From an optimization exercise on the open Yosys and OpenROAD flow, aimed at small area, a short achievable clock period and few clock cycles; shortcuts taken in it are not production practice.
Function was checked by simulation only, so behaviour that the tests miss may differ from the original.
Power figures rest on the tool's default switching activity, not on a simulated workload.

[flow/design.v]
module Regs(
    input         clk,
    input         clr,
    input  [4:0]  ra,
    input  [4:0]  rb,
    input  [4:0]  wa,
    input  [31:0] wdata,
    input         we,
    output [31:0] rdata_A,
    output [31:0] rdata_B
);
    wire [31:0] register [0:31];
    assign register[0] = 32'h00000000;
    assign rdata_A = register[ra];
    assign rdata_B = register[rb];
    wire [31:0] wd = clr ? 32'h00000000 : wdata;
    genvar i;
    generate
        for (i = 1; i < 32; i = i + 1) begin : r
            reg [31:0] q;
            wire sel = clr | (we & (wa == i));
            assign register[i] = q;
            always @(posedge clk)
                q <= q ^ ({32{sel}} & (q ^ wd));
        end
    endgenerate
endmodule
module Muliti_cycle_Cpu(
    input         clk,
    input         reset,
    input         MIO_ready,
    output        mem_w,
    output [31:0] Addr_out,
    output [31:0] data_out,
    input  [31:0] data_in
);
    reg [31:2] pc;           
    reg [31:2] addr;         
    reg        rst_q;        
    reg        d_valid;
    reg [31:0] ir;           
    reg        e_valid;
    reg [31:0] e_a, e_b, e_x;    
    reg [4:0]  e_rd, e_rs, e_rt;
    reg        e_ra, e_rb, e_rx;      
    reg        e_we, e_lw, e_sw, e_beq, e_bne;
    reg        e_add, e_sub, e_and, e_or, e_xor, e_nor, e_slt, e_srl;
    reg [31:0] res;          
    reg [4:0]  w_rd;
    reg        w_we, w_lw, w_sw;
    assign Addr_out = {addr, 2'b00};
    assign data_out = res;
    assign mem_w    = w_sw;
    wire stall = w_lw | w_sw;            
    wire ready = MIO_ready;
    wire [5:0] op = ir[31:26];
    wire [5:0] fn = ir[5:0];
    wire [4:0] rs = ir[25:21];
    wire [4:0] rt = ir[20:16];
    wire [4:0] rd = ir[15:11];
    wire is_r    = (op == 6'b000000);
    wire is_jr   = is_r & ~fn[5] & fn[3];
    wire is_srl  = is_r & ~fn[5] & ~fn[3];
    wire is_rslt = is_r & fn[5] & fn[3];
    wire is_rlog = is_r & fn[5] & ~fn[3] & fn[2];
    wire is_rar  = is_r & fn[5] & ~fn[3] & ~fn[2];
    wire is_jal  = (op[5:1] == 5'b00001) & op[0];    
    wire is_br   = (op[5:1] == 5'b00010);
    wire is_imm  = ~op[5] & op[3];       
    wire is_lui  = is_imm & (op[2:0] == 3'b111);
    wire is_ilog = is_imm & op[2] & ~is_lui;
    wire is_mem  = op[5];
    wire is_lw   = is_mem & ~op[3];
    wire is_sw   = is_mem & op[3];
    wire [4:0] dst = is_r ? rd : is_jal ? 5'd31 : rt;
    wire writes = (is_r & ~is_jr) | is_imm | is_lw | is_jal;
    wire d_we = writes & (dst != 5'd0);
    wire a_reg = ~is_jal & ~is_lui & (rs != 5'd0);      
    wire b_reg = (is_r | is_br) & (rt != 5'd0);         
    wire x_reg = is_sw & (rt != 5'd0);                  
    wire [1:0] lsel = is_r ? fn[1:0] : op[1:0];
    wire [31:0] rf_a, rf_b;
    wire [31:0] alu_out;
    wire e_fw   = e_valid & e_we & ~e_lw;      
    wire fwdE_a = e_fw & (e_rd == rs);
    wire fwdE_b = e_fw & (e_rd == rt);
    wire fwdW_a = w_we & (w_rd == rs);
    wire fwdW_b = w_we & (w_rd == rt);
    wire [31:0] rs_old = fwdW_a ? res : rf_a;
    wire [31:0] rt_old = fwdW_b ? res : rf_b;
    wire haz_jr = is_jr & e_valid & e_we & e_lw & (e_rd == rs);
    wire d_go   = d_valid & ~haz_jr & ~stall;
    wire [29:0] se30 = {{14{ir[15]}}, ir[15:0]};
    wire [31:2] br_tgt = pc + se30;           
    wire [31:0] a_oth = is_jal ? {pc[31:28], ir[25:0], 2'b00} : is_lui ? 32'd0 : rs_old;
    wire [31:0] b_oth = b_reg ? rt_old
                      : is_lui ? {ir[15:0], 16'd0}
                      : (is_imm | is_mem) ? {{16{ir[15]}}, ir[15:0]}
                      : 32'd0;
    wire [31:0] x_oth = is_br ? {br_tgt, 2'b00} : rt_old;
    wire [31:0] a_nxt = (fwdE_a & a_reg) ? alu_out : a_oth;
    wire [31:0] b_nxt = (fwdE_b & b_reg) ? alu_out : b_oth;
    wire [31:0] x_nxt = (fwdE_b & ~is_br) ? alu_out : x_oth;
    wire [31:0] s_add = e_a + e_b;
    wire [31:0] s_sub = e_a - e_b;
    wire lt  = (e_a[31] ^ e_b[31]) ? e_a[31] : s_sub[31];
    wire eq  = (e_a == e_b);
    wire e_taken = e_valid & ~stall & ((e_beq & eq) | (e_bne & ~eq));
    assign alu_out = ({32{e_add}} & s_add)
                   | ({32{e_sub}} & s_sub)
                   | ({32{e_and}} & (e_a & e_b))
                   | ({32{e_or }} & (e_a | e_b))
                   | ({32{e_xor}} & (e_a ^ e_b))
                   | ({32{e_nor}} & ~(e_a | e_b))
                   | ({32{e_slt}} & {31'b0, lt})
                   | ({32{e_srl}} & {1'b0, e_b[31:1]});
    wire d_redir  = d_go & is_jr;
    wire d_accept = ~d_valid | d_go;
    wire fetch_ok = ready & d_accept & ~stall;
    wire [31:2] pc_inc = pc + 30'd1;
    wire [31:2] jr_tgt = (fwdE_a & ~e_lw) ? alu_out[31:2] : rs_old[31:2];
    wire [31:2] pc_redir = e_taken ? e_x[31:2] : jr_tgt;
    wire f_jmp = (data_in[31:27] == 5'b00001);
    wire f_jal = f_jmp & data_in[26];
    wire [31:2] f_tgt = {pc_inc[31:28], data_in[25:0]};
    wire        redir = e_taken | d_redir;
    wire        adv   = d_accept & ~stall;       
    wire [31:2] pc_nrdy = redir ? pc_redir : pc;
    wire [31:2] pc_rdy  = redir ? pc_redir : adv ? (f_jmp ? f_tgt : pc_inc) : pc;
    wire [31:2] pc_next = ready ? pc_rdy : pc_nrdy;
    always @(posedge clk) rst_q <= reset;
    Regs rf(
        .clk(clk), .clr(rst_q),
        .ra(rs), .rb(rt),
        .wa(w_rd), .wdata(res), .we(w_we),
        .rdata_A(rf_a), .rdata_B(rf_b)
    );
    always @(posedge clk or posedge reset) begin
        if (reset) begin
            pc <= 30'd0;
            addr <= 30'd0;
            d_valid <= 1'b0;
            e_valid <= 1'b0;
            w_we <= 1'b0;
            w_lw <= 1'b0;
            w_sw <= 1'b0;
        end else if (stall) begin
            if (ready) addr <= pc;
            w_lw <= w_lw & ~ready;
            w_sw <= w_sw & ~ready;
            w_we <= w_lw & ready & (w_rd != 5'd0);
        end else begin
            pc   <= pc_next;
            addr <= (e_valid & (e_lw | e_sw)) ? s_add[31:2] : pc_next;
            if (e_taken)
                d_valid <= 1'b0;
            else if (d_valid & ~d_go)
                d_valid <= 1'b1;
            else
                d_valid <= fetch_ok & ~d_redir & ~(f_jmp & ~f_jal);
            e_valid <= d_go & ~e_taken & ~is_jr;
            w_we <= e_valid & e_we & ~e_lw;
            w_lw <= e_valid & e_lw;
            w_sw <= e_valid & e_sw;
        end
    end
    always @(posedge clk) begin
        if (stall) begin
            if (w_lw) begin
                res <= data_in;
                if (e_ra && e_rs == w_rd) e_a <= data_in;
                if (e_rb && e_rt == w_rd) e_b <= data_in;
                if (e_rx && e_rt == w_rd) e_x <= data_in;
            end
        end else begin
            if (d_accept)
                ir <= f_jal ? {data_in[31:26], pc_inc[27:2]} : data_in;
            e_a <= a_nxt;
            e_b <= b_nxt;
            e_x <= x_nxt;
            e_rd <= dst;
            e_rs <= rs;
            e_rt <= rt;
            e_ra <= a_reg;
            e_rb <= b_reg;
            e_rx <= x_reg;
            e_we <= d_we;
            e_lw <= is_lw;
            e_sw <= is_sw;
            e_beq <= is_br & ~op[0];
            e_bne <= is_br & op[0];
            e_add <= is_rar & ~fn[1] | is_imm & (op[2:0] == 3'b000) | is_jal | is_mem;
            e_sub <= is_rar & fn[1];
            e_slt <= is_rslt | is_imm & (op[2:0] == 3'b010);
            e_and <= (is_rlog | is_ilog) & (lsel == 2'b00);
            e_or  <= (is_rlog | is_ilog) & (lsel == 2'b01) | is_lui;
            e_xor <= (is_rlog | is_ilog) & (lsel == 2'b10);
            e_nor <= is_rlog & (lsel == 2'b11);
            e_srl <= is_srl;
            res  <= e_sw ? e_x : alu_out;
            w_rd <= e_rd;
        end
    end
endmodule
[flow/flow/run.sh]
#!/bin/bash
# Layout with the standard flow (standard.sh), changing only how it is made:
# timing repair aims for 8 ns of setup slack (the SDC and clock period are
# unchanged), the clock tree uses larger sink clusters without dummy loads, and
# the port buffers are buf_2 cells.
set -uo pipefail
CTS="-sink_clustering_enable -repair_clock_nets -dont_use_dummy_load -sink_clustering_size 24 -sink_clustering_max_diameter 80"
bash standard.sh SETUP_SLACK_MARGIN=8 "CTS_ARGS=$CTS" "BUFFER_PORTS_ARGS=-buffer_cell sky130_fd_sc_hd__buf_2" finish > standard_make.log 2>&1
exit $?
[flow/standard.sh]
#!/bin/bash
# synth_recipe.tcl (not shown) runs the flow's synth.tcl, then flattens the netlist and writes it again
# the make line also repeats each setting of config.mk as NAME=value (left out here)
make -C /OpenROAD-flow-scripts/flow DESIGN_CONFIG=/design/flow/config.mk WORK_HOME=/design/flow/orfs CLKGATE_MAP_FILE= SYNTH_SCRIPT=/design/flow/synth_recipe.tcl "${@:-finish}"
[flow/config.mk]
export PLATFORM = sky130hd
export DESIGN_NAME = Muliti_cycle_Cpu
export DESIGN_NICKNAME = Muliti_cycle_Cpu
export VERILOG_FILES = /design/flow/design.v
export SDC_FILE = /design/flow/constraint.sdc
export NUM_CORES = 4
export LEC_CHECK = 0
export CAP_MARGIN = 30
export CORE_MARGIN = 2
export CORE_UTILIZATION = 55
export SLEW_MARGIN = 30
[flow/constraint.sdc]
create_clock -name core_clock -period 12.0 [get_ports {clk}]
set_input_delay 2.4000 -clock core_clock [delete_from_list [all_inputs] [get_ports {clk}]]
set_output_delay 2.4000 -clock core_clock [all_outputs]
set_load 0.01 [all_outputs]
==> results.toml, run 1 <==
[run_status]
outcome = "no timing/DRC/antenna violations"

[timing]
post-route-worst-setup-slack_ps = 7670
period_needed_ps = 4330
post-route-period-util_pct = 36.1
finClkSkew_ps = 87.7
hold_slack_ps = 559
setup_viol = 0
fin_tns_setup_ps = 0
hold_viol = 0
tightest_slew_ps = 1170
slew_viol_final = 0
fmax_mhz = 231
slew_headroom_pct = 21.7
rsz0062_at_grt = "true"

[run]
maxCapViolations = 0

[hold_path]
hp-start = "e_x[27]"
hold_path.class = "reg2reg"
whs_path_depth = 2
min_to = "pc[27]"

[synth]
synth_ff_type = "edfxtp_1"
yosysWarnings = 2
yosysTopAreaCell = "edfxtp_1"
ys_async_sr_fraction_pct = 5.18
yosysSeqAreaShare_pct = 57.9
synthCells = 5620
synth.top_cell.area_share_pct = 55.3
ys_types = 90
synth_area_um2 = 64500
synth_area_leaders = "edfxtp_1 55%, a22oi_1 9.6%, nand2_1 2.7%, ha_1 2.6%, dfrtp_1 2.5%"
synth-edff-count = 1188
synth.avg_cell_area_um2 = 11.5
ys_ff_latch = 1254

[clock_network]
clock-sinks = 1254
clk_pin_slew_worst_paths_ps = 100
cts_max_path_buffers = 3
cts_made_buffers = 67
clkLatencyLatePin_ps = 710
htreeDepth = 3
cts_tree = "done"
cts-root-buf = "clkbuf_16"

[drt]
vias = 59500
wl_per_cell_um = 45.1
avgViaCountPerCell = 8.23
drc = 0
first_iter_violations = 14100
wirelength_um = 326000
drtAntennaViolNets = 0
first_pass_iters = 13

[setup_path]
crit_path_start_kind = "register"
crit_family = "compound AO/OA/AOI/OAI gates"
worst-r2r-cell-count = 11
r2r_end = "e_b[1]"
slowest_delay_ps = 560
crit_arrival_ps = 4850
worst-path-buf-inv = 2
crit_slowest_cell = "and2_2"
r2r_slack_ps = 7670
crit_type = "reg2reg"
worstPathRequired_ps = 12520
endpoint_kind = "register"
reg2reg_from = "ir[16]"
crit_top_cell = "a21oi_1"
path_cells = "buf_4 > nor3b_1 > and2_2 > buf_6 > a22oi_1 > nand4_1 > nor2_1 > a21oi_1 > a21oi_1 > o21ai_0 > o21a_1"
crit_path_start = "ir[16]"
critPathMaxFanout = 23

[grt]
track_usage_pct = 52.6
antenna_found_initial = 13
grt_pass1_vias = 54400
overflow = 0
grt_first_pass_wirelength_um = 438000
grt_max_degree = 67

[floorplanning]
start_util_pct = 55.5
coreArea_um2 = 116000
fp.dieH_um = 346
ios = 100
dieArea_um2 = 120000
rows = 125
die_x_um = 346

[pwr]
total_power_mw = 22.2
power_leakage_nw = 26.0
powerDensity_nw_per_um2 = 310
peakVddDrop_mv = 0.176

[placed_design]
place_congestion = 1.03
dp_hpwl_um = 196000
dpl_cell_area_um2 = 67600
io_buffer_count = 97
dp_worst_setup_slack_ps = 7010

[finish]
fillerInstances = 9362
layout-drive-gt1-share_pct = 14.6
area_growth_pct = 10.7
finalNetCount = 5855
finish.instance_area_um2 = 71400
power by group:
part / switching [mW] / internal, mW / leakage, nW
Sequential: 1.16 / 6.47 / 12.9
Combinational: 8.34 / 3.75 / 12.3
Clock: 1.42 / 1.00 / 0.826
per-layer routing:
| metal | vias to the layer above | global-route usage, % | wire length (um) |
|---|---|---|---|
| li1 | 22400 | - | - |
| met1 | 28200 | 62.5 | 103000 |
| met2 | 6691 | 73.8 | 131000 |
| met3 | 2117 | 23.5 | 57100 |
| met4 | 20 | 41.2 | 34600 |
| met5 | - | 3.08 | 687 |
metrics by stage:
stage,instances,utilization [%]
after floorplan,5621,-
after global placement,7045,58.2
after detailed placement,7047,58.2
after CTS,7170,60.7
after global routing,7207,61.4
final,7220,61.5
cell families after synthesis:
group           synth area share (%)
compound gates                  21.5
xor+xnor                        1.48
fa+ha+maj                       2.70
buf+inv                         3.34
flops                           57.9
mux                             1.53
other cells                  0.00581
simple gates                    11.6
repair_timing:
item | in CTS | in global routing
pin swaps | 32 | 31
setup endpoints to repair | 160 | 130
gates cloned | 2 | 1
hold buffers | 0 | 0
setup buffers | 54 | 34
resized for setup | 170 | 121
area by class of cell:
| class | count | area [um2] | share of cell area, % |
|---|---|---|---|
| tap | 1524 | 1910 | 2.67 |
| multi-input combinational | 3817 | 26800 | 37.6 |
| inverter | 136 | 531 | 0.743 |
| timing repair buffer | 407 | 3130 | 4.38 |
| clock buffer | 67 | 1680 | 2.35 |
| sequential | 1254 | 37300 | 52.3 |
| antenna | 15 | 37.5 | 0.0526 |
cells in the mapped netlist, drive strengths merged, types with 15 or more instances:
| library cell | instances |
|---|---|
| edfxtp | 1188 |
| a22oi | 827 |
| nand2 | 471 |
| clkbuf | 333 |
| nor2 | 315 |
| a21oi | 284 |
| o21ai | 208 |
| nand3 | 155 |
| ha | 133 |
| inv | 133 |
| and3 | 122 |
| nand4 | 109 |
| nor3 | 105 |
| buf | 83 |
| mux2i | 83 |
| a222oi | 71 |
| xnor2 | 70 |
| a221oi | 67 |
| dfrtp | 65 |
| nor2b | 54 |
| a21o | 46 |
| and2 | 45 |
| a31oi | 44 |
| o211ai | 44 |
| a2111oi | 41 |
| nor4 | 39 |
| xor2 | 39 |
| a211oi | 34 |
| a22o | 34 |
| o21a | 30 |
| o21bai | 26 |
| nand2b | 25 |
| or4 | 22 |
| o22ai | 20 |
| or3 | 20 |
| o221a | 18 |
| o31ai | 15 |
worst max-delay path by stage:
| stage | end | slack [ps] | cells past startpoint |
|---|---|---|---|
| 2_1_floorplan | addr[7] | 7840 | 10 |
| 3_3_place_gp | addr[28] | 7000 | 10 |
| 3_5_place_dp | addr[28] | 7010 | 10 |
| 4_1_cts | res[31] | 7910 | 17 |
| 5_1_grt | res[31] | 7700 | 17 |
| 6_report | e_b[1] | 7670 | 11 |
placed cells by master, fill, tap and decap left out, types with 20 or more instances in the layout:
cell type  count
nor2_1       275
nor2b_1       43
and3_1       121
a22oi_1      824
o22ai_1       20
xnor2_1       69
nand4_1      109
buf_6         31
nor3_1        94
nand3_1      149
a222oi_1      71
a22o_1        33
mux2i_1       74
buf_2         96
dfrtp_1       65
xor2_1        39
a211oi_1      24
edfxtp_1    1188
o21ai_0      179
o21ai_1       23
a2111oi_0     26
a21oi_1      262
a21o_1        34
inv_1        122
o211ai_1      42
nor4_1        27
nor2_4        33
ha_1         109
a221oi_1      58
o21a_1        30
buf_4        264
a31oi_1       39
clkbuf_16     67
nand2_1      462
worst min-delay path, delay by kind of cell, from the launching register on:
family / cells / cell delay, ps
simple gates: 1 / 70
compound gates: 1 / 90
flops: 1 / 370
Testbench counts, summed over its fixed seeds: cycles 102,062.
==> run 2, diff against run 1 <==
--- a/flow/design.v
+++ b/flow/design.v
@@ -21,7 +21,7 @@
             wire sel = clr | (we & (wa == i));
             assign register[i] = q;
             always @(posedge clk)
-                q <= q ^ ({32{sel}} & (q ^ wd));
+                if (sel) q <= wd;
         end
     endgenerate
 endmodule
@@ -39,19 +39,22 @@
     reg        rst_q;        
     reg        d_valid;
     reg [31:0] ir;           
+    reg        d_pred;       
     reg        e_valid;
     reg [31:0] e_a, e_b, e_x;    
-    reg [4:0]  e_rd, e_rs, e_rt;
-    reg        e_ra, e_rb, e_rx;      
-    reg        e_we, e_lw, e_sw, e_beq, e_bne;
+    reg [4:0]  e_rd;
+    reg        e_la, e_lb, e_lx;      
+    reg        e_we, e_lw, e_sw, e_beq, e_bne, e_pred;
     reg        e_add, e_sub, e_and, e_or, e_xor, e_nor, e_slt, e_srl;
     reg [31:0] res;          
+    reg [31:0] dout;         
     reg [4:0]  w_rd;
     reg        w_we, w_lw, w_sw;
+    reg        w_mem;        
     assign Addr_out = {addr, 2'b00};
-    assign data_out = res;
+    assign data_out = dout;
     assign mem_w    = w_sw;
-    wire stall = w_lw | w_sw;            
+    wire stall = w_mem;                  
     wire ready = MIO_ready;
     wire [5:0] op = ir[31:26];
     wire [5:0] fn = ir[5:0];
@@ -81,9 +84,8 @@
     wire [1:0] lsel = is_r ? fn[1:0] : op[1:0];
     wire [31:0] rf_a, rf_b;
     wire [31:0] alu_out;
-    wire e_fw   = e_valid & e_we & ~e_lw;      
-    wire fwdE_a = e_fw & (e_rd == rs);
-    wire fwdE_b = e_fw & (e_rd == rt);
+    wire fwdE_a = e_valid & e_we & (e_rd == rs);
+    wire fwdE_b = e_valid & e_we & (e_rd == rt);
     wire fwdW_a = w_we & (w_rd == rs);
     wire fwdW_b = w_we & (w_rd == rt);
     wire [31:0] rs_old = fwdW_a ? res : rf_a;
@@ -91,21 +93,21 @@
     wire haz_jr = is_jr & e_valid & e_we & e_lw & (e_rd == rs);
     wire d_go   = d_valid & ~haz_jr & ~stall;
     wire [29:0] se30 = {{14{ir[15]}}, ir[15:0]};
-    wire [31:2] br_tgt = pc + se30;           
+    wire [31:2] br_tgt = pc + (se30 ^ {30{d_pred}}) + {29'd0, d_pred};
     wire [31:0] a_oth = is_jal ? {pc[31:28], ir[25:0], 2'b00} : is_lui ? 32'd0 : rs_old;
     wire [31:0] b_oth = b_reg ? rt_old
                       : is_lui ? {ir[15:0], 16'd0}
                       : (is_imm | is_mem) ? {{16{ir[15]}}, ir[15:0]}
                       : 32'd0;
     wire [31:0] x_oth = is_br ? {br_tgt, 2'b00} : rt_old;
-    wire [31:0] a_nxt = (fwdE_a & a_reg) ? alu_out : a_oth;
-    wire [31:0] b_nxt = (fwdE_b & b_reg) ? alu_out : b_oth;
-    wire [31:0] x_nxt = (fwdE_b & ~is_br) ? alu_out : x_oth;
+    wire [31:0] a_nxt = (fwdE_a & ~e_lw & a_reg) ? alu_out : a_oth;
+    wire [31:0] b_nxt = (fwdE_b & ~e_lw & b_reg) ? alu_out : b_oth;
+    wire [31:0] x_nxt = (fwdE_b & ~e_lw & ~is_br) ? alu_out : x_oth;
     wire [31:0] s_add = e_a + e_b;
     wire [31:0] s_sub = e_a - e_b;
     wire lt  = (e_a[31] ^ e_b[31]) ? e_a[31] : s_sub[31];
     wire eq  = (e_a == e_b);
-    wire e_taken = e_valid & ~stall & ((e_beq & eq) | (e_bne & ~eq));
+    wire e_taken = e_valid & ~stall & (((e_beq & eq) | (e_bne & ~eq)) ^ e_pred);
     assign alu_out = ({32{e_add}} & s_add)
                    | ({32{e_sub}} & s_sub)
                    | ({32{e_and}} & (e_a & e_b))
@@ -122,11 +124,19 @@
     wire [31:2] pc_redir = e_taken ? e_x[31:2] : jr_tgt;
     wire f_jmp = (data_in[31:27] == 5'b00001);
     wire f_jal = f_jmp & data_in[26];
-    wire [31:2] f_tgt = {pc_inc[31:28], data_in[25:0]};
+    wire [6:0]  f_lo7 = {1'b0, pc_inc[7:2]} + {1'b0, data_in[5:0]};
+    wire f_bpred = (data_in[31:27] == 5'b00010) & (&data_in[15:5]) & f_lo7[6];
+    wire [31:2] f_tgt = f_jmp ? {pc_inc[31:28], data_in[25:0]} : {pc_inc[31:8], f_lo7[5:0]};
+    wire f_redir = f_jmp | f_bpred;
     wire        redir = e_taken | d_redir;
     wire        adv   = d_accept & ~stall;       
     wire [31:2] pc_nrdy = redir ? pc_redir : pc;
-    wire [31:2] pc_rdy  = redir ? pc_redir : adv ? (f_jmp ? f_tgt : pc_inc) : pc;
+    wire s_red = redir;
+    wire s_ft  = ~redir & adv & f_redir;
+    wire s_inc = ~redir & adv & ~f_redir;
+    wire s_hld = ~redir & ~adv;
+    wire [31:2] pc_rdy = ({30{s_red}} & pc_redir) | ({30{s_ft}} & f_tgt)
+                       | ({30{s_inc}} & pc_inc) | ({30{s_hld}} & pc);
     wire [31:2] pc_next = ready ? pc_rdy : pc_nrdy;
     always @(posedge clk) rst_q <= reset;
     Regs rf(
@@ -144,10 +154,12 @@
             w_we <= 1'b0;
             w_lw <= 1'b0;
             w_sw <= 1'b0;
+            w_mem <= 1'b0;
         end else if (stall) begin
             if (ready) addr <= pc;
             w_lw <= w_lw & ~ready;
             w_sw <= w_sw & ~ready;
+            w_mem <= ~ready;
             w_we <= w_lw & ready & (w_rd != 5'd0);
         end else begin
             pc   <= pc_next;
@@ -162,33 +174,35 @@
             w_we <= e_valid & e_we & ~e_lw;
             w_lw <= e_valid & e_lw;
             w_sw <= e_valid & e_sw;
+            w_mem <= e_valid & (e_lw | e_sw);
         end
     end
     always @(posedge clk) begin
         if (stall) begin
             if (w_lw) begin
                 res <= data_in;
-                if (e_ra && e_rs == w_rd) e_a <= data_in;
-                if (e_rb && e_rt == w_rd) e_b <= data_in;
-                if (e_rx && e_rt == w_rd) e_x <= data_in;
+                if (e_la) e_a <= data_in;
+                if (e_lb) e_b <= data_in;
+                if (e_lx) e_x <= data_in;
             end
         end else begin
-            if (d_accept)
+            if (d_accept) begin
                 ir <= f_jal ? {data_in[31:26], pc_inc[27:2]} : data_in;
+                d_pred <= f_bpred;
+            end
             e_a <= a_nxt;
             e_b <= b_nxt;
             e_x <= x_nxt;
             e_rd <= dst;
-            e_rs <= rs;
-            e_rt <= rt;
-            e_ra <= a_reg;
-            e_rb <= b_reg;
-            e_rx <= x_reg;
+            e_la <= e_lw & fwdE_a & a_reg;
+            e_lb <= e_lw & fwdE_b & b_reg;
+            e_lx <= e_lw & fwdE_b & x_reg;
             e_we <= d_we;
             e_lw <= is_lw;
             e_sw <= is_sw;
             e_beq <= is_br & ~op[0];
             e_bne <= is_br & op[0];
+            e_pred <= is_br & d_pred;
             e_add <= is_rar & ~fn[1] | is_imm & (op[2:0] == 3'b000) | is_jal | is_mem;
             e_sub <= is_rar & fn[1];
             e_slt <= is_rslt | is_imm & (op[2:0] == 3'b010);
@@ -198,6 +212,7 @@
             e_nor <= is_rlog & (lsel == 2'b11);
             e_srl <= is_srl;
             res  <= e_sw ? e_x : alu_out;
+            if (e_sw) dout <= e_x;
             w_rd <= e_rd;
         end
     end
==> flow/flow/run.sh (replaced) <==
#!/bin/bash
# Layout with the standard flow (standard.sh), changing only how it is made:
# timing repair aims for 8 ns of setup slack on the worst 10% of endpoints (the
# SDC and clock period are unchanged), the clock tree uses larger sink clusters
# without dummy loads, and the port buffers are buf_2 cells.
set -uo pipefail
CTS="-sink_clustering_enable -repair_clock_nets -dont_use_dummy_load -sink_clustering_size 24 -sink_clustering_max_diameter 80"
bash standard.sh SETUP_SLACK_MARGIN=8 TNS_END_PERCENT=10 "CTS_ARGS=$CTS" "BUFFER_PORTS_ARGS=-buffer_cell sky130_fd_sc_hd__buf_2" finish > standard_make.log 2>&1
exit $?
==> results.toml, run 2 <==
[drt]
wl_per_cell_um = 47.2
wl_met1_um = 106000
drc = 0
met3_length_um = 60900
drtAntennaViolNets = 0
first_iter_violations = 14700
wirelength_um = 344000
top_layer = "met5"
vias = 60900
avgViaCountPerCell = 8.35
first_pass_iters = 14
wl_met2_um = 135000

[placed_design]
io_buffer_count = 97
place_congestion = 1.11
dp_hpwl_um = 205000
dpl_cell_area_um2 = 68700

[setup_path]
worstPathRequired_ps = 12380
crit_family = "simple AND/OR/NAND/NOR gates"
crit_type = "reg2reg"
worst-path-buf-inv = 2
critPathMaxFanout = 17
endpoint_kind = "register"
crit_arrival_ps = 4940
slowest_delay_ps = 630
crit_path_start_kind = "register"
path_cells = "or2_2 > nor2_4 > buf_4 > buf_4 > a22oi_1 > nand4_1 > nor2_1 > nand3_1 > o211ai_1 > o21ai_0 > a221oi_1 > nor2_2"
crit_top_cell = "buf_4"
crit_slowest_cell = "edfxtp_1"

[synth]
synth_adder_area_share_pct = 2.81
synth_ff_type = "edfxtp_1"
synth.avg_cell_area_um2 = 11.6
synth-xor-area-share_pct = 1.73
yosys.area_share.simple_pct = 11.2
yosys-top-cells-count = "1212 x edfxtp_1, 824 x a22oi_1, 461 x nand2_1"
synth.most_common_cell = "edfxtp_1"
ys_types = 100
yosysTopAreaCell = "edfxtp_1"
yosysWarnings = 2
synthCells = 5635
ys_async_sr_fraction_pct = 5.16
synth_area_leaders = "edfxtp_1 56%, a22oi_1 9.4%, ha_1 2.7%, nand2_1 2.6%, dfrtp_1 2.5%"
synthMuxAreaShare_pct = 1.74
synth-edff-count = 1212
synth_top_family_by_area = "compound AO/OA/AOI/OAI gates"
synth.top_cell.area_share_pct = 55.6
synth_area_um2 = 65500
ys_ff_latch = 1279
yosysSeqAreaShare_pct = 58.1
synth_compound_area_share_pct = 21.2

[finish]
final_cell_mix = "1212 x edfxtp_1, 812 x a22oi_1, 454 x nand2_1"
post-route-util_pct = 62.1
area_growth_pct = 12.0
regMostFlops = "rf.r.q"
layout-drive-gt1-share_pct = 16.1
seqCellArea_um2 = 38100
layout_commonest_cell = "edfxtp_1"
finalNetCount = 5927
finish.instance_area_um2 = 73400
fillerInstances = 9387
multi_input_area_um2 = 27500
largest_reg_flops = 992

[run]
maxCapViolations = 0

[clock_network]
clock-sinks = 1279
clk_pin_slew_worst_paths_ps = 100
cts_max_path_buffers = 3
cts_tree = "done"
clkLatencyLatePin_ps = 750
cts_hold_buf = 0
cts-root-buf = "clkbuf_16"
htreeDepth = 3
cts_made_buffers = 75

[timing]
hold_viol = 0
slew_viol_final = 0
post-route-period-util_pct = 38.0
setup_viol = 0
fmax_mhz = 219
finClkSkew_ps = 102
slew_headroom_pct = 19.4
tightest_slew_ps = 1210
fin_tns_setup_ps = 0
period_needed_ps = 4560
rsz0062_at_grt = "true"

[pwr]
total_power_mw = 22.5
power_leakage_nw = 27.1
peakVddDrop_mv = 0.224
powerDensity_nw_per_um2 = 307

[grt]
grt_max_degree = 64
track_usage_pct = 55.1
overflow = 0
grt_first_pass_wirelength_um = 459000
grt_pass1_vias = 55300
antenna_found_initial = 22

[floorplanning]
dieArea_um2 = 122000
ios = 100
die_x_um = 349
start_util_pct = 55.5
rows = 126
coreArea_um2 = 118000
fp.dieH_um = 349

[run_status]
outcome = "no timing/DRC/antenna violations"

[hold_path]
hold_path.class = "reg2reg"
## run 2: final timing paths
kind,slack [ps],startpoint,end,depth (start not counted)
min reg2reg,450,e_x[0],dout[0],0
min in group asynchronous,1580,reset,w_we,2
max reg2reg,7440,ir[20],e_b[9],12
min,450,e_x[0],dout[0],0
max,7440,ir[20],e_b[9],12
max in group asynchronous,9450,reset,w_mem,3
## run 2: what timing repair did
item | in CTS | in global routing
endpoints found under the setup margin | 180 | 154
cloned | 1 | 3
gates resized for setup | 161 | 121
pin swaps | 63 | 60
buffers inserted | 80 | 61
## run 2: where the power goes
part / total [mW] / internal [mW] / switching (mW)
sequential: 7.79 / 6.55 / 1.25
clock: 2.59 / 1.11 / 1.48
combinational: 12.1 / 3.71 / 8.43
total: 22.5 / 11.4 / 11.2
## run 2: per-stage QoR
| stage | instances | setup slack [ps] | hold WS [ps] |
|---|---|---|---|
| final | 7298 | 7440 | 452 |
| after global routing | 7282 | 7730 | 468 |
| after CTS | 7216 | 7800 | 438 |
| after floorplan | 5636 | 7300 | 426 |
| after detailed placement | 7060 | 6710 | 456 |
| after global placement | 7056 | 6690 | 460 |
## run 2: cell families (layout without fill, tap and decap cells)
kind of cell	after synthesis	in the layout
flip-flops	1279	1279
multiplexers	111	111
AND/OR/NAND/NOR	1525	1527
AO/OA/AOI/OAI	1914	1914
XOR/XNOR	129	129
adder cells (fa/ha/maj)	144	144
buffers and inverters	532	640
other	1	18
## run 2: metal layers
layer,vias to the layer above,global-route usage [%]
li1,22600,-
met4,30,49.0
met2,7239,75.7
met3,2334,26.5
met5,-,2.52
met1,28800,63.2
## run 2: final cells by class
type / instances / share of cell area (%)
Antenna cell: 16 / 0.0546
Inverter: 129 / 0.669
Tap cell: 1536 / 2.62
Multi-Input combinational cell: 3827 / 37.5
Clock buffer: 75 / 2.56
Sequential cell: 1279 / 51.9
Timing Repair Buffer: 436 / 4.67
Testbench counts of run 2, summed over its fixed seeds: cycles 96,068.
==> run 3, diff against run 2 <==
--- a/flow/design.v
+++ b/flow/design.v
@@ -1,29 +1,39 @@
 module Regs(
     input         clk,
     input         clr,
-    input  [4:0]  ra,
-    input  [4:0]  rb,
+    input  [3:0]  ra_hi,
+    input  [7:0]  ra_lo,
+    input  [3:0]  rb_hi,
+    input  [7:0]  rb_lo,
     input  [4:0]  wa,
     input  [31:0] wdata,
     input         we,
     output [31:0] rdata_A,
     output [31:0] rdata_B
 );
-    wire [31:0] register [0:31];
-    assign register[0] = 32'h00000000;
-    assign rdata_A = register[ra];
-    assign rdata_B = register[rb];
     wire [31:0] wd = clr ? 32'h00000000 : wdata;
+    wire [31:0] ta [1:31];
+    wire [31:0] tb [1:31];
     genvar i;
     generate
         for (i = 1; i < 32; i = i + 1) begin : r
             reg [31:0] q;
             wire sel = clr | (we & (wa == i));
-            assign register[i] = q;
             always @(posedge clk)
                 if (sel) q <= wd;
+            wire sa = ra_hi[i / 8] & ra_lo[i % 8];
+            wire sb = rb_hi[i / 8] & rb_lo[i % 8];
+            if (i == 1) begin : f
+                assign ta[i] = {32{sa}} & q;
+                assign tb[i] = {32{sb}} & q;
+            end else begin : n
+                assign ta[i] = ta[i-1] | ({32{sa}} & q);
+                assign tb[i] = tb[i-1] | ({32{sb}} & q);
+            end
         end
     endgenerate
+    assign rdata_A = ta[31];
+    assign rdata_B = tb[31];
 endmodule
 module Muliti_cycle_Cpu(
     input         clk,
@@ -39,6 +49,8 @@
     reg        rst_q;        
     reg        d_valid;
     reg [31:0] ir;           
+    reg [3:0]  rs_hi, rt_hi;     
+    reg [7:0]  rs_lo, rt_lo;     
     reg        d_pred;       
     reg        e_valid;
     reg [31:0] e_a, e_b, e_x;    
@@ -141,7 +153,7 @@
     always @(posedge clk) rst_q <= reset;
     Regs rf(
         .clk(clk), .clr(rst_q),
-        .ra(rs), .rb(rt),
+        .ra_hi(rs_hi), .ra_lo(rs_lo), .rb_hi(rt_hi), .rb_lo(rt_lo),
         .wa(w_rd), .wdata(res), .we(w_we),
         .rdata_A(rf_a), .rdata_B(rf_b)
     );
@@ -188,6 +200,10 @@
         end else begin
             if (d_accept) begin
                 ir <= f_jal ? {data_in[31:26], pc_inc[27:2]} : data_in;
+                rs_hi <= 4'b0001 << data_in[25:24];
+                rs_lo <= 8'b00000001 << data_in[23:21];
+                rt_hi <= 4'b0001 << data_in[20:19];
+                rt_lo <= 8'b00000001 << data_in[18:16];
                 d_pred <= f_bpred;
             end
             e_a <= a_nxt;
==> flow/flow/run.sh (replaced) <==
#!/bin/bash
# Layout with the standard flow (standard.sh), changing only how it is made:
# timing repair aims for 8 ns of setup slack (the SDC and clock period are
# unchanged), the clock tree uses larger sink clusters without dummy loads, and
# the port buffers are buf_2 cells.
set -uo pipefail
CTS="-sink_clustering_enable -repair_clock_nets -dont_use_dummy_load -sink_clustering_size 24 -sink_clustering_max_diameter 80"
bash standard.sh SETUP_SLACK_MARGIN=8 "CTS_ARGS=$CTS" "BUFFER_PORTS_ARGS=-buffer_cell sky130_fd_sc_hd__buf_2" finish > standard_make.log 2>&1
exit $?
==> results.toml, run 3 <==
[run_status]
outcome = "no timing/DRC/antenna violations"

[setup_path]
crit_path_start = "e_a[18]"
crit_arrival_ps = 4900
worstPathRequired_ps = 12480
r2r_slack_ps = 7580
endpoint_kind = "register"
path_cells = "inv_1 > ha_1 > inv_1 > a21oi_4 > a21boi_4 > and3_1 > a21bo_4 > o41ai_4 > a21oi_2 > o21bai_1 > fa_1 > a222oi_1 > o211a_1 > o221ai_4 > a21bo_2 > o21ai_1 > a21oi_1"
r2r_end = "e_x[31]"
critPathMaxFanout = 8
crit_path_start_kind = "register"
crit_slowest_cell = "ha_1"
reg2reg_from = "e_a[18]"
slowest_delay_ps = 480
crit_top_cell = "inv_1"
worst-r2r-cell-count = 17
crit_end = "e_x[31]"
crit_type = "reg2reg"

[placed_design]
dp_cells = 6790
dp_worst_setup_slack_ps = 6290
dp_hpwl_um = 212000
place_congestion = 1.04
io_buffer_count = 97

[timing]
fin_tns_setup_ps = 0
post-route-period-util_pct = 36.8
finClkSkew_ps = 77.4
period_needed_ps = 4420
rsz0062_at_grt = "true"
hold_slack_ps = 535
tightest_slew_ps = 1250
fmax_mhz = 226
setup_viol = 0
slew_headroom_pct = 16.4
slew_viol_final = 0
hold_viol = 0
post-route-worst-setup-slack_ps = 7580

[grt]
grt_max_degree = 67
antenna_found_initial = 34
overflow = 0
grt_pass1_vias = 54100
grt_first_pass_wirelength_um = 458000
track_usage_pct = 55.4

[synth]
ys_ff_latch = 1303
synth-edff-count = 1236
ys_async_sr_fraction_pct = 5.07
synthCells = 5368
yosysTopAreaCell = "edfxtp_1"
synth.avg_cell_area_um2 = 12.2
synth_area_um2 = 65400
yosysSeqAreaShare_pct = 59.3
yosysWarnings = 2
yosys-top-cells-count = "1236 x edfxtp_1, 531 x a22oi_1, 338 x clkbuf_1"
synth_ff_type = "edfxtp_1"
synth_area_leaders = "edfxtp_1 57%, a22oi_1 6.1%, a221oi_1 3.3%, a22o_1 2.9%, dfrtp_1 2.5%"
synth.most_common_cell = "edfxtp_1"
ys_types = 100
synth.top_cell.area_share_pct = 56.7

[finish]
layout-drive-gt1-share_pct = 15.4
final_cell_mix = "1236 x edfxtp_1, 531 x a22oi_1, 298 x nand2_1"
seqCellArea_um2 = 38800
fillerInstances = 9433
layout_commonest_cell = "edfxtp_1"
multi_input_area_um2 = 26000
largest_reg_flops = 992
regMostFlops = "rf.r.q"
stdcell_count = 6969
finalNetCount = 5572
area_growth_pct = 10.2

[clock_network]
cts_tree = "done"
cts_max_path_buffers = 3
cts_made_buffers = 70
clkLatencyLatePin_ps = 740
cts_hold_buf = 0
clock-sinks = 1303
clk_pin_slew_worst_paths_ps = 110
cts-root-buf = "clkbuf_16"
htreeDepth = 3

[floorplanning]
rows = 126
start_util_pct = 55.4
die_x_um = 349
coreArea_um2 = 118000
dieArea_um2 = 122000
fp.dieH_um = 349
ios = 100

[run]
maxCapViolations = 0

[drt]
drtAntennaViolNets = 0
first_iter_violations = 14100
wl_per_cell_um = 49.4
drc = 0
vias = 59500
wirelength_um = 344000
first_pass_iters = 10
avgViaCountPerCell = 8.53

[pwr]
power_leakage_nw = 25.7
powerDensity_nw_per_um2 = 312
total_power_mw = 22.5
peakVddDrop_mv = 0.216

[hold_path]
hold_path.class = "reg2reg"
[run 3: cell count changes in the layout (fill, tap and decap cells not counted), sizes merged, moves of 24 or more]
cell | before | now
a2111oi | 40 | 6
edfxtp | 1212 | 1236
nor2 | 336 | 278
nand4 | 93 | 153
a21oi | 241 | 216
nand2 | 461 | 298
a221oi | 84 | 246
nand3 | 160 | 109
a22oi | 824 | 531
and2 | 22 | 78
buf | 433 | 380
and3 | 118 | 28
a22o | 39 | 214
nor4 | 51 | 21
[run 3: layout make-up]
class	instances	area share, %
diodes	33	0.114
clock buffers	70	2.43
inverters	144	0.756
multi-input cells	3500	36.1
flip-flops and latches	1303	53.8
well taps	1536	2.66
repair buffers	383	4.15
[run 3: worst min path at each step]
stage	startpoint	to	slack, ps	cells after the start
6_report	e_x[20]	dout[20]	530	0
5_1_grt	e_x[25]	dout[25]	530	0
4_1_cts	e_x[20]	dout[20]	530	0
3_5_place_dp	e_x[20]	dout[20]	510	0
3_3_place_gp	e_x[20]	dout[20]	510	0
2_1_floorplan	e_x[0]	dout[0]	430	0
[run 3: layer usage]
metal  GRT usage, %  up-vias  wire length (um)
li1               -    21700                 -
met1           63.3    28300            105000
met2           76.1     7112            135000
met3           27.1     2372             61000
met4           49.6       28             42100
met5          0.960        -               456
[run 3: what timing repair did]
action | 4_1_cts | 5_1_grt
gates cloned | 5 | 0
buffers inserted | 44 | 26
resized for setup | 120 | 108
pin swaps | 34 | 39
endpoints found under the setup margin | 153 | 143
hold endpoints to repair | 0 | 0
[run 3: power by group]
part	switching (mW)	internal [mW]
clock	1.51	1.05
sequential	1.31	6.66
combinational	8.24	3.75
total	11.1	11.5
[run 3: through the flow]
step                util, %  instance area [um2]
floorplan                 -                65600
global placement       57.8                68200
detailed placement     58.0                68400
CTS                    60.3                71200
global route           61.0                72100
finish                 61.1                72100
[run 3: cells by family after synthesis]
kind of cell             Yosys count  share of synthesized area [%]
AO/OA/AOI/OAI                   1913                           22.0
flip-flops                      1303                           59.3
AND/OR/NAND/NOR                 1203                           9.04
buffers and inverters            569                           3.50
adder cells (fa/ha/maj)          135                           2.64
XOR/XNOR                         122                           1.63
multiplexers                     122                           1.91
other                              1                        0.00573
[run 3: critical path, delay by kind of cell, from the launching register on]
family                     cells  cell delay, ps
AOI/OAI and AO/OA             12            2340
adders and majority gates      2             920
DFF                            1             400
buffers and inverters          2             280
and+or+nand+nor                1             240
Testbench counts of run 3, summed over its fixed seeds: cycles 96,068.
==> run 4, diff against run 3 <==
==> flow/flow/run.sh (replaced) <==
#!/bin/bash
# Layout with the standard flow (standard.sh), changing only how it is made:
# timing repair aims for 8.5 ns of setup slack (the SDC and clock period are
# unchanged), the clock tree uses larger sink clusters without dummy loads, and
# the port buffers are buf_2 cells.
set -uo pipefail
CTS="-sink_clustering_enable -repair_clock_nets -dont_use_dummy_load -sink_clustering_size 24 -sink_clustering_max_diameter 80"
bash standard.sh SETUP_SLACK_MARGIN=8.5 "CTS_ARGS=$CTS" "BUFFER_PORTS_ARGS=-buffer_cell sky130_fd_sc_hd__buf_2" finish > standard_make.log 2>&1
exit $?
==> results.toml, run 4 <==
[run_status]
outcome = "no timing/DRC/antenna violations"

[placed_design]
io_buffer_count = 97
dpl_cell_area_um2 = 68500
dp_cells = 6785
dp_hpwl_um = 207000
dp_worst_setup_slack_ps = 6730
place_congestion = 1.06

[synth]
synth.avg_cell_area_um2 = 12.2
synth_area_leaders = "edfxtp_1 57%, a22oi_1 6.1%, a221oi_1 3.3%, a22o_1 2.9%, dfrtp_1 2.5%"
synth.most_common_cell = "edfxtp_1"
yosysTopAreaCell = "edfxtp_1"
synth_ff_type = "edfxtp_1"
synth_area_um2 = 65400
synth.top_cell.area_share_pct = 56.7
synthCells = 5368
yosysSeqAreaShare_pct = 59.3
yosysWarnings = 2
synth-edff-count = 1236
ys_ff_latch = 1303
ys_async_sr_fraction_pct = 5.07
ys_types = 100
yosys-top-cells-count = "1236 x edfxtp_1, 531 x a22oi_1, 338 x clkbuf_1"

[finish]
post-route-util_pct = 64.7
area_growth_pct = 16.7
layout_commonest_cell = "edfxtp_1"
finalNetCount = 5787
finish.instance_area_um2 = 76400
final_cell_mix = "1236 x edfxtp_1, 528 x a22oi_1, 353 x buf_4"
regMostFlops = "rf.r.q"
layout-drive-gt1-share_pct = 22.5
largest_reg_flops = 992
stdcell_count = 7180

[floorplanning]
die_x_um = 349
coreArea_um2 = 118000
rows = 126
start_util_pct = 55.4
ios = 100
fp.dieH_um = 349
dieArea_um2 = 122000

[timing]
finClkSkew_ps = 88.2
hold_viol = 0
fin_tns_setup_ps = 0
setup_viol = 0
rsz0062_at_grt = "true"
fmax_mhz = 227
period_needed_ps = 4400
hold_slack_ps = 546
post-route-worst-setup-slack_ps = 7600
tightest_slew_ps = 1230
slew_viol_final = 0
slew_headroom_pct = 17.8
post-route-period-util_pct = 36.7

[drt]
drtAntennaViolNets = 0
first_iter_violations = 14600
vias = 60800
wirelength_um = 348000
avgViaCountPerCell = 8.47
drc = 0
wl_per_cell_um = 48.4
first_pass_iters = 14

[clock_network]
clkLatencyLatePin_ps = 750
clock-sinks = 1303
clk_pin_slew_worst_paths_ps = 100
cts_hold_buf = 0
htreeDepth = 3
cts-root-buf = "clkbuf_16"
cts_max_path_buffers = 3
cts_made_buffers = 71
cts_tree = "done"

[run]
maxCapViolations = 0

[pwr]
netSwitchingPower_mw = 11.6
pwr-share-comb_pct = 56.4
p_int_mw = 12.5
p_clk_share_pct = 10.6
powerDensity_nw_per_um2 = 316
sw_frac_of_total_pct = 48.0
p_seq_share_pct = 33.0
peakVddDrop_mv = 0.180
power_leakage_nw = 27.4
total_power_mw = 24.1

[setup_path]
crit_path_start = "e_a[24]"
crit_path_start_kind = "register"
crit_arrival_ps = 4780
crit_type = "reg2reg"
r2r_end = "e_b[31]"
worstPathRequired_ps = 12380
r2r_slack_ps = 7600
crit_end = "e_b[31]"
worst-r2r-cell-count = 15
endpoint_kind = "register"
critPathMaxFanout = 12
reg2reg_from = "e_a[24]"

[grt]
grt_first_pass_wirelength_um = 459000
grt_pass1_vias = 54800
overflow = 0
track_usage_pct = 55.2
antenna_found_initial = 34
grt_max_degree = 143

[hold_path]
hold_path.class = "reg2reg"
-- run 4: worst min-delay path by stage --
stage,startpoint,end,slack [ps],cells past startpoint
floorplan,e_x[0],dout[0],430,0
global placement,e_rd[4],w_rd[4],510,0
detailed placement,w_sw,w_sw,510,1
CTS,e_x[23],dout[23],540,0
global route,e_x[25],dout[25],550,0
finish,e_x[23],dout[23],550,0
-- run 4: cell families (layout without fill, tap and decap cells) --
| kind of cell | Yosys count | in the layout | synth area share [%] |
|---|---|---|---|
| AOI/OAI and AO/OA | 1913 | 1913 | 22.0 |
| xor gates and xnor gates | 122 | 122 | 1.63 |
| adders and majority gates | 135 | 135 | 2.64 |
| buffers and inverters | 569 | 813 | 3.50 |
| DFF | 1303 | 1303 | 59.3 |
| muxes | 122 | 122 | 1.91 |
| other | 1 | 31 | 0.00573 |
| and+or+nand+nor | 1203 | 1205 | 9.04 |
-- run 4: repair_timing --
| item | 4_1_cts | 5_1_grt |
|---|---|---|
| pin swaps | 88 | 111 |
| buffers inserted | 172 | 112 |
| gates cloned | 6 | 5 |
| gates resized for setup | 472 | 324 |
| setup endpoints to repair | 270 | 237 |
-- run 4: cell type report --
type                    count  area, um2
clock buffers              71       1780
fillers                  8996      41700
flip-flops and latches   1303      38800
well taps                1536       1920
inverters                 144        561
repair buffers            598       5800
diodes                     29       72.6
multi-input cells        3499      27400
-- run 4: routing by layer --
| metal | vias up | routed length (um) | track usage (%) |
|---|---|---|---|
| met4 | 38 | 41100 | 47.3 |
| met2 | 7227 | 138000 | 76.7 |
| met3 | 2466 | 63200 | 27.8 |
| met5 | - | 719 | 0.520 |
| li1 | 22100 | - | - |
| met1 | 28900 | 105000 | 62.9 |
-- run 4: power groups by stage --
| stage | Clock [mW] | Combinational (mW) | Sequential, mW |
|---|---|---|---|
| final | 2.57 | 13.6 | 7.95 |
| after global routing | 2.67 | 13.7 | 7.96 |
| after CTS | 2.52 | 11.8 | 7.80 |
| after detailed placement | 0 | 10.2 | 7.90 |
| after global placement | 0 | 10.2 | 7.89 |
| after floorplan | 0 | 6.11 | 7.31 |
-- run 4: worst max-delay path, stage by stage (launching register included) --
cell	delay, ps
edfxtp_1	400
inv_1	60
ha_1	460
or3_4	570
o21ai_0	240
a21bo_4	270
o41ai_4	300
a21oi_2	130
o21bai_2	160
fa_2	460
a222oi_1	340
o211a_1	250
o221ai_4	130
buf_4	170
nand2_1	50
a41oi_1	100
==> run 5, diff against run 4 <==
--- a/flow/design.v
+++ b/flow/design.v
@@ -55,7 +55,8 @@
     reg        e_valid;
     reg [31:0] e_a, e_b, e_x;    
     reg [4:0]  e_rd;
-    reg        e_la, e_lb, e_lx;      
+    reg        e_la, e_lb;            
+    reg        e_fx;                  
     reg        e_we, e_lw, e_sw, e_beq, e_bne, e_pred;
     reg        e_add, e_sub, e_and, e_or, e_xor, e_nor, e_slt, e_srl;
     reg [31:0] res;          
@@ -114,7 +115,6 @@
     wire [31:0] x_oth = is_br ? {br_tgt, 2'b00} : rt_old;
     wire [31:0] a_nxt = (fwdE_a & ~e_lw & a_reg) ? alu_out : a_oth;
     wire [31:0] b_nxt = (fwdE_b & ~e_lw & b_reg) ? alu_out : b_oth;
-    wire [31:0] x_nxt = (fwdE_b & ~e_lw & ~is_br) ? alu_out : x_oth;
     wire [31:0] s_add = e_a + e_b;
     wire [31:0] s_sub = e_a - e_b;
     wire lt  = (e_a[31] ^ e_b[31]) ? e_a[31] : s_sub[31];
@@ -195,7 +195,6 @@
                 res <= data_in;
                 if (e_la) e_a <= data_in;
                 if (e_lb) e_b <= data_in;
-                if (e_lx) e_x <= data_in;
             end
         end else begin
             if (d_accept) begin
@@ -208,11 +207,11 @@
             end
             e_a <= a_nxt;
             e_b <= b_nxt;
-            e_x <= x_nxt;
+            e_x <= x_oth;
             e_rd <= dst;
             e_la <= e_lw & fwdE_a & a_reg;
             e_lb <= e_lw & fwdE_b & b_reg;
-            e_lx <= e_lw & fwdE_b & x_reg;
+            e_fx <= fwdE_b & x_reg;
             e_we <= d_we;
             e_lw <= is_lw;
             e_sw <= is_sw;
@@ -227,8 +226,8 @@
             e_xor <= (is_rlog | is_ilog) & (lsel == 2'b10);
             e_nor <= is_rlog & (lsel == 2'b11);
             e_srl <= is_srl;
-            res  <= e_sw ? e_x : alu_out;
-            if (e_sw) dout <= e_x;
+            res  <= alu_out;
+            if (e_sw) dout <= e_fx ? res : e_x;
             w_rd <= e_rd;
         end
     end
==> flow/flow/run.sh (replaced) <==
#!/bin/bash
# Layout with the standard flow (standard.sh), changing only how it is made:
# timing repair aims for 8 ns of setup slack (the SDC and clock period are
# unchanged), the clock tree uses larger sink clusters without dummy loads, and
# the port buffers are buf_2 cells.
set -uo pipefail
CTS="-sink_clustering_enable -repair_clock_nets -dont_use_dummy_load -sink_clustering_size 24 -sink_clustering_max_diameter 80"
bash standard.sh SETUP_SLACK_MARGIN=8 "CTS_ARGS=$CTS" "BUFFER_PORTS_ARGS=-buffer_cell sky130_fd_sc_hd__buf_2" finish > standard_make.log 2>&1
exit $?
==> results.toml, run 5 <==
[run_status]
outcome = "no timing/DRC/antenna violations"

[clock_network]
cts_tree = "done"
clock-sinks = 1303
cts-root-buf = "clkbuf_16"
clkLatencyLatePin_ps = 730
htreeDepth = 3
clk_pin_slew_worst_paths_ps = 80
cts_hold_buf = 0
cts_made_buffers = 73
cts_max_path_buffers = 3

[finish]
finalNetCount = 5556
largest_reg_flops = 992
final_cell_mix = "1236 x edfxtp_1, 467 x a22oi_1, 274 x nor2_1"
area_growth_pct = 10.1
regMostFlops = "rf.r.q"
layout_commonest_cell = "edfxtp_1"
finish.instance_area_um2 = 72100
layout-drive-gt1-share_pct = 16.0

[setup_path]
worstPathRequired_ps = 12460
critPathMaxFanout = 22
worst-path-buf-inv = 1
crit_top_cell = "o21ai_0"
crit_family = "compound AO/OA/AOI/OAI gates"
crit_slowest_cell = "buf_4"
crit_type = "reg2reg"
crit_arrival_ps = 4820
crit_path_start_kind = "register"
path_cells = "and2_2 > buf_4 > a22oi_1 > nand3_1 > nor3_1 > a31oi_2 > o21ai_0 > a21oi_1 > o21ai_0 > nand2_1"
crit_path_start = "rt_hi[3]"
slowest_delay_ps = 710
reg2reg_from = "rt_hi[3]"
endpoint_kind = "register"

[hold_path]
hold_path.class = "reg2reg"
hp-start = "w_sw"

[run]
maxCapViolations = 0

[timing]
fmax_mhz = 229
slew_headroom_pct = 21.8
fin_tns_setup_ps = 0
post-route-period-util_pct = 36.3
setup_viol = 0
finClkSkew_ps = 105
slew_viol_final = 0
period_needed_ps = 4360
tightest_slew_ps = 1170
hold_viol = 0
rsz0062_at_grt = "true"

[synth]
ys_types = 97
ys_async_sr_fraction_pct = 5.07
synthCells = 5372
synth-edff-count = 1236
yosys-top-cells-count = "1236 x edfxtp_1, 470 x a22oi_1, 357 x clkbuf_1"
synth.most_common_cell = "edfxtp_1"
yosysWarnings = 2
synth_area_leaders = "edfxtp_1 57%, a22oi_1 5.4%, a22o_1 3.4%, a221oi_1 3.4%, dfrtp_1 2.5%"
synth_ff_type = "edfxtp_1"
yosysSeqAreaShare_pct = 59.2
synth.top_cell.area_share_pct = 56.7
yosysTopAreaCell = "edfxtp_1"
synth_area_um2 = 65500
ys_ff_latch = 1303
synth.avg_cell_area_um2 = 12.2

[grt]
track_usage_pct = 54.8
grt_max_degree = 67
grt_pass1_vias = 54100
grt_use_met2_pct = 74.7
met3_usage_pct = 28.4
antenna_found_initial = 28
grt_first_pass_wirelength_um = 454000
grtUsageMet1_pct = 62.5
top_usage_layer = "met2"
overflow = 0

[drt]
drtAntennaViolNets = 0
first_pass_iters = 13
avgViaCountPerCell = 8.55
drc = 0
wl_per_cell_um = 49.3
vias = 59400
first_iter_violations = 15200
wirelength_um = 343000

[placed_design]
dp_hpwl_um = 206000
io_buffer_count = 97
place_congestion = 1.06
dpl_cell_area_um2 = 68100

[pwr]
power_leakage_nw = 25.7
p_clk_share_pct = 11.3
sw_frac_of_total_pct = 50.0
peakVddDrop_mv = 0.266
powerDensity_nw_per_um2 = 320
p_int_mw = 11.5
total_power_mw = 23.0
pwr-share-comb_pct = 54.5
p_seq_share_pct = 34.2
netSwitchingPower_mw = 11.5

[floorplanning]
start_util_pct = 55.5
coreArea_um2 = 118000
die_x_um = 349
ios = 100
dieArea_um2 = 122000
fp.dieH_um = 349
rows = 126
-- run 5: cells by family (layout without fill, tap and decap cells) --
kind of cell / Yosys count / after routing / share of synthesized area, %
multiplexers: 127 / 127 / 2.04
AO/OA/AOI/OAI: 1900 / 1900 / 22.0
adder cells (fa/ha/maj): 135 / 135 / 2.64
flip-flops: 1303 / 1303 / 59.2
buffers and inverters: 594 / 603 / 3.50
XOR/XNOR: 124 / 124 / 1.66
AND/OR/NAND/NOR: 1188 / 1190 / 8.97
other: 1 / 27 / 0.00572
-- run 5: metal layers --
metal / routed length (um) / vias to the layer above
li1: - / 21700
met1: 105000 / 28200
met2: 135000 / 7154
met3: 61500 / 2359
met4: 40400 / 33
met5: 802 / -
-- run 5: what timing repair did --
| item | CTS | global route |
|---|---|---|
| cloned | 1 | 1 |
| setup buffers | 54 | 31 |
| gates resized for setup | 135 | 135 |
| setup endpoints to repair | 151 | 116 |
| pin swaps | 31 | 36 |
-- run 5: path summary, 6_finish.rpt --
kind                       slack, ps  depth (start not counted)       to
min in group asynchronous       1910                          3     w_we
min                              510                          1     w_sw
min reg2reg                      510                          1     w_sw
max in group asynchronous       9470                          3    w_mem
max reg2reg                     7640                         10  e_b[10]
max                             7640                         10  e_b[10]
-- run 5: power by group through the flow --
stage	sequential [mW]	clock [mW]	combinational, mW
after floorplan	7.28	0	5.99
after global placement	7.84	0	10.6
after detailed placement	7.85	0	10.7
after CTS	7.73	2.55	11.2
after global routing	7.88	2.69	12.6
final	7.88	2.60	12.6
-- run 5: through the flow --
step	worst slack, ps	hold slack (ps)	cells	utilization (%)
floorplan	7130	489	5373	-
CTS	7720	506	6884	60.1
finish	7640	507	6945	61.1
detailed placement	6610	488	6756	57.7
global placement	6610	484	6755	57.7
global route	7540	529	6927	61.0
-- run 5: layout make-up --
type	count	area (um2)
diodes	25	62.6
clock buffers	73	1830
fillers	9354	46000
inverters	151	573
multi-input cells	3478	26100
flip-flops and latches	1303	38800
well taps	1536	1920
repair buffers	379	2850
Testbench counts of run 5, summed over its fixed seeds: cycles 96,068.
==> run 6, diff against run 5 <==
--- a/flow/design.v
+++ b/flow/design.v
@@ -1,10 +1,8 @@
 module Regs(
     input         clk,
     input         clr,
-    input  [3:0]  ra_hi,
-    input  [7:0]  ra_lo,
-    input  [3:0]  rb_hi,
-    input  [7:0]  rb_lo,
+    input  [31:1] ra,
+    input  [31:1] rb,
     input  [4:0]  wa,
     input  [31:0] wdata,
     input         we,
@@ -21,8 +19,8 @@
             wire sel = clr | (we & (wa == i));
             always @(posedge clk)
                 if (sel) q <= wd;
-            wire sa = ra_hi[i / 8] & ra_lo[i % 8];
-            wire sb = rb_hi[i / 8] & rb_lo[i % 8];
+            wire sa = ra[i];
+            wire sb = rb[i];
             if (i == 1) begin : f
                 assign ta[i] = {32{sa}} & q;
                 assign tb[i] = {32{sb}} & q;
@@ -49,14 +47,12 @@
     reg        rst_q;        
     reg        d_valid;
     reg [31:0] ir;           
-    reg [3:0]  rs_hi, rt_hi;     
-    reg [7:0]  rs_lo, rt_lo;     
+    reg [31:1] rs_oh, rt_oh;     
     reg        d_pred;       
     reg        e_valid;
     reg [31:0] e_a, e_b, e_x;    
     reg [4:0]  e_rd;
-    reg        e_la, e_lb;            
-    reg        e_fx;                  
+    reg        e_la, e_lb, e_lx;      
     reg        e_we, e_lw, e_sw, e_beq, e_bne, e_pred;
     reg        e_add, e_sub, e_and, e_or, e_xor, e_nor, e_slt, e_srl;
     reg [31:0] res;          
@@ -115,6 +111,7 @@
     wire [31:0] x_oth = is_br ? {br_tgt, 2'b00} : rt_old;
     wire [31:0] a_nxt = (fwdE_a & ~e_lw & a_reg) ? alu_out : a_oth;
     wire [31:0] b_nxt = (fwdE_b & ~e_lw & b_reg) ? alu_out : b_oth;
+    wire [31:0] x_nxt = (fwdE_b & ~e_lw & ~is_br) ? alu_out : x_oth;
     wire [31:0] s_add = e_a + e_b;
     wire [31:0] s_sub = e_a - e_b;
     wire lt  = (e_a[31] ^ e_b[31]) ? e_a[31] : s_sub[31];
@@ -150,10 +147,14 @@
     wire [31:2] pc_rdy = ({30{s_red}} & pc_redir) | ({30{s_ft}} & f_tgt)
                        | ({30{s_inc}} & pc_inc) | ({30{s_hld}} & pc);
     wire [31:2] pc_next = ready ? pc_rdy : pc_nrdy;
+    function [31:1] oh31(input [4:0] n);
+        integer k;
+        for (k = 1; k < 32; k = k + 1) oh31[k] = (n == k);
+    endfunction
     always @(posedge clk) rst_q <= reset;
     Regs rf(
         .clk(clk), .clr(rst_q),
-        .ra_hi(rs_hi), .ra_lo(rs_lo), .rb_hi(rt_hi), .rb_lo(rt_lo),
+        .ra(rs_oh), .rb(rt_oh),
         .wa(w_rd), .wdata(res), .we(w_we),
         .rdata_A(rf_a), .rdata_B(rf_b)
     );
@@ -195,23 +196,22 @@
                 res <= data_in;
                 if (e_la) e_a <= data_in;
                 if (e_lb) e_b <= data_in;
+                if (e_lx) e_x <= data_in;
             end
         end else begin
             if (d_accept) begin
                 ir <= f_jal ? {data_in[31:26], pc_inc[27:2]} : data_in;
-                rs_hi <= 4'b0001 << data_in[25:24];
-                rs_lo <= 8'b00000001 << data_in[23:21];
-                rt_hi <= 4'b0001 << data_in[20:19];
-                rt_lo <= 8'b00000001 << data_in[18:16];
+                rs_oh <= oh31(data_in[25:21]);
+                rt_oh <= oh31(data_in[20:16]);
                 d_pred <= f_bpred;
             end
             e_a <= a_nxt;
             e_b <= b_nxt;
-            e_x <= x_oth;
+            e_x <= x_nxt;
             e_rd <= dst;
             e_la <= e_lw & fwdE_a & a_reg;
             e_lb <= e_lw & fwdE_b & b_reg;
-            e_fx <= fwdE_b & x_reg;
+            e_lx <= e_lw & fwdE_b & x_reg;
             e_we <= d_we;
             e_lw <= is_lw;
             e_sw <= is_sw;
@@ -226,8 +226,8 @@
             e_xor <= (is_rlog | is_ilog) & (lsel == 2'b10);
             e_nor <= is_rlog & (lsel == 2'b11);
             e_srl <= is_srl;
-            res  <= alu_out;
-            if (e_sw) dout <= e_fx ? res : e_x;
+            res  <= e_sw ? e_x : alu_out;
+            if (e_sw) dout <= e_x;
             w_rd <= e_rd;
         end
     end
==> results.toml, run 6 <==
[drt]
first_pass_iters = 13
vias = 59800
avgViaCountPerCell = 8.40
drtAntennaViolNets = 0
first_iter_violations = 15200
wl_per_cell_um = 47.1
wirelength_um = 336000
drc = 0

[clock_network]
clkLatencyLatePin_ps = 750
htreeDepth = 3
cts_max_path_buffers = 3
cts_made_buffers = 75
cts-root-buf = "clkbuf_16"
clock-sinks = 1341
clk_pin_slew_worst_paths_ps = 100
cts_tree = "done"

[setup_path]
endpoint_kind = "register"
critPathMaxFanout = 6
crit_type = "reg2reg"
worstPathRequired_ps = 12560
crit_path_start = "e_a[6]"
reg2reg_from = "e_a[6]"
crit_path_start_kind = "register"
crit_arrival_ps = 4970

[run_status]
outcome = "no timing/DRC/antenna violations"

[floorplanning]
ios = 100
rows = 127
die_x_um = 352
start_util_pct = 55.4
dieArea_um2 = 124000
fp.dieH_um = 352
coreArea_um2 = 120000

[timing]
slew_viol_final = 0
slew_headroom_pct = 15.5
setup_viol = 0
period_needed_ps = 4410
post-route-period-util_pct = 36.7
finClkSkew_ps = 93.8
tightest_slew_ps = 1260
hold_viol = 0
fmax_mhz = 227
fin_tns_setup_ps = 0
rsz0062_at_grt = "true"

[finish]
finalNetCount = 5653
fillerInstances = 9518
layout-drive-gt1-share_pct = 14.4
post-route-util_pct = 61.2
layout_commonest_cell = "edfxtp_1"
regMostFlops = "rf.r.q"
stdcell_count = 7126
largest_reg_flops = 992
area_growth_pct = 10.5
final_cell_mix = "1274 x edfxtp_1, 432 x a22oi_1, 320 x nand2_1"

[synth]
synthCells = 5429
yosysTopAreaCell = "edfxtp_1"
synth.top_cell.area_share_pct = 57.6
synth_ff_type = "edfxtp_1"
yosys-top-cells-count = "1274 x edfxtp_1, 433 x a22oi_1, 332 x clkbuf_1"
synth.most_common_cell = "edfxtp_1"
synth_area_leaders = "edfxtp_1 58%, a22oi_1 4.9%, a221oi_1 3.9%, a22o_1 3.4%, dfrtp_1 2.5%"
synth-edff-count = 1274
yosysWarnings = 2
ys_async_sr_fraction_pct = 4.92
ys_ff_latch = 1341
synth_area_um2 = 66500
yosysSeqAreaShare_pct = 60.1
synth.avg_cell_area_um2 = 12.2
ys_types = 102

[grt]
grt_first_pass_wirelength_um = 446000
overflow = 0
grt_max_degree = 72
antenna_found_initial = 16
track_usage_pct = 53.2
grt_pass1_vias = 53800

[run]
maxCapViolations = 0

[hold_path]
hold_path.class = "reg2reg"
hp-start = "e_rd[0]"

[placed_design]
io_buffer_count = 97
place_congestion = 1.10
dp_cells = 6938
dp_hpwl_um = 200000

[pwr]
total_power_mw = 23.7
peakVddDrop_mv = 0.284
powerDensity_nw_per_um2 = 322
power_leakage_nw = 26.0
run 6: final timing paths:
check / slack (ps) / to / cells past startpoint
max in group asynchronous: 9410 / w_mem / 3
worst max-delay path: 7590 / addr[31] / 18
worst min-delay path: 540 / w_rd[0] / 0
worst min register to register: 540 / w_rd[0] / 0
min in group asynchronous: 1630 / addr[22] / 2
worst max register to register: 7590 / addr[31] / 18
run 6: repair_timing:
item / in CTS / in global routing
setup endpoints to repair: 113 / 101
buffers inserted: 35 / 39
pin swaps: 33 / 46
gates cloned: 1 / 1
resized for setup: 123 / 139
hold buffers: 0 / 0
run 6: worst max-delay path: stages (launching register included):
cell and delay (ps):
edfxtp_1 460, ha_4 200, or3_4 410, a2111oi_4 410
or3_4 220, o2111a_2 230, o21a_4 160, a31oi_4 130
a31oi_4 230, nor2_1 70, nor2_1 150, o21bai_2 90
fa_2 430, a22oi_2 150, nand2_1 80, a21oi_2 160
o31ai_4 160, a221o_1 340, a41o_1 210
run 6: layout make-up:
class	instances	area, um2	area share (%)
flip-flops and latches	1341	39900	54.4
well taps	1612	2020	2.75
multi-input cells	3553	26200	35.6
repair buffers	376	2850	3.88
diodes	33	82.6	0.112
clock buffers	75	1880	2.56
inverters	136	523	0.712
run 6: per-stage QoR:
| stage | setup WS (ps) | instance area [um2] | hold WS (ps) |
|---|---|---|---|
| 2_1_floorplan | 7630 | 66600 | 427 |
| 3_3_place_gp | 6620 | 69300 | 506 |
| 3_5_place_dp | 6500 | 69500 | 498 |
| 4_1_cts | 7650 | 72200 | 528 |
| 5_1_grt | 7510 | 73400 | 541 |
| 6_report | 7590 | 73400 | 537 |
run 6: logic make-up (layout without fill, tap and decap cells):
| kind of cell | count (synthesis) | in the layout | share of synthesized area [%] |
|---|---|---|---|
| other cells | 1 | 35 | 0.00564 |
| mux | 108 | 108 | 1.65 |
| simple gates | 1216 | 1217 | 8.71 |
| fa+ha+maj | 135 | 135 | 2.60 |
| xor+xnor | 119 | 119 | 1.57 |
| buf+inv | 537 | 587 | 3.10 |
| compound gates | 1972 | 1972 | 22.3 |
| flops | 1341 | 1341 | 60.1 |
run 6: per-layer routing:
metal,track usage [%],up-vias,share of wire [%]
li1,-,22100,-
met1,69.7,28700,34
met2,67.4,7181,37
met3,29.1,1832,20
met4,33.2,18,8.6
met5,0.942,-,0.25
run 6: power breakdown:
part / switching (mW) / internal [mW]
clock: 1.54 / 1.12
sequential: 1.35 / 6.85
combinational: 9.07 / 3.76
Testbench counts of run 6, summed over its fixed seeds: cycles 96,068.

## port drivers added, routing unchanged
No port has a modelled driver above. Below, the same layouts with a new extraction and two added sets of constraints. Step 1, drivers: a clkbuf_16 drives clk and a buf_2 each remaining input, both assumed. Step 2 adds t to the input delays and takes it off the output delays; t is the mean of the earliest and latest rising clock arrival at the registers after step 1. Input paths then give back, and output paths get back, about the clock's delay inside the block. Slacks: ideal ports / drivers / drivers and shift; pairs: ideal ports / drivers.
| run | shift t [ns] | setup WS [ns] | hold slack, ns | slew at the worst register clock pin (ns) |
|---|---|---|---|---|
| run 1 | 0.746 | 7.665 / 7.665 / 7.420 | 0.559 / 0.559 / 0.559 | 0.10 / 0.10 |
| run 2 | 0.765 | 7.442 / 7.442 / 7.070 | 0.452 / 0.452 / 0.452 | 0.10 / 0.10 |
| run 3 | 0.783 | 7.581 / 7.581 / 7.085 | 0.535 / 0.535 / 0.535 | 0.11 / 0.11 |
| run 4 | 0.772 | 7.602 / 7.597 / 6.825 | 0.546 / 0.546 / 0.546 | 0.11 / 0.11 |
| run 5 | 0.751 | 7.642 / 7.642 / 6.963 | 0.507 / 0.507 / 0.507 | 0.11 / 0.11 |
| run 6 | 0.773 | 7.594 / 7.594 / 7.149 | 0.537 / 0.537 / 0.537 | 0.10 / 0.10 |
After both steps every run listed still meets setup and hold. The setup slack of run 4, which loses most, moves by -0.005 ns with the drivers and by -0.777 ns with both steps.
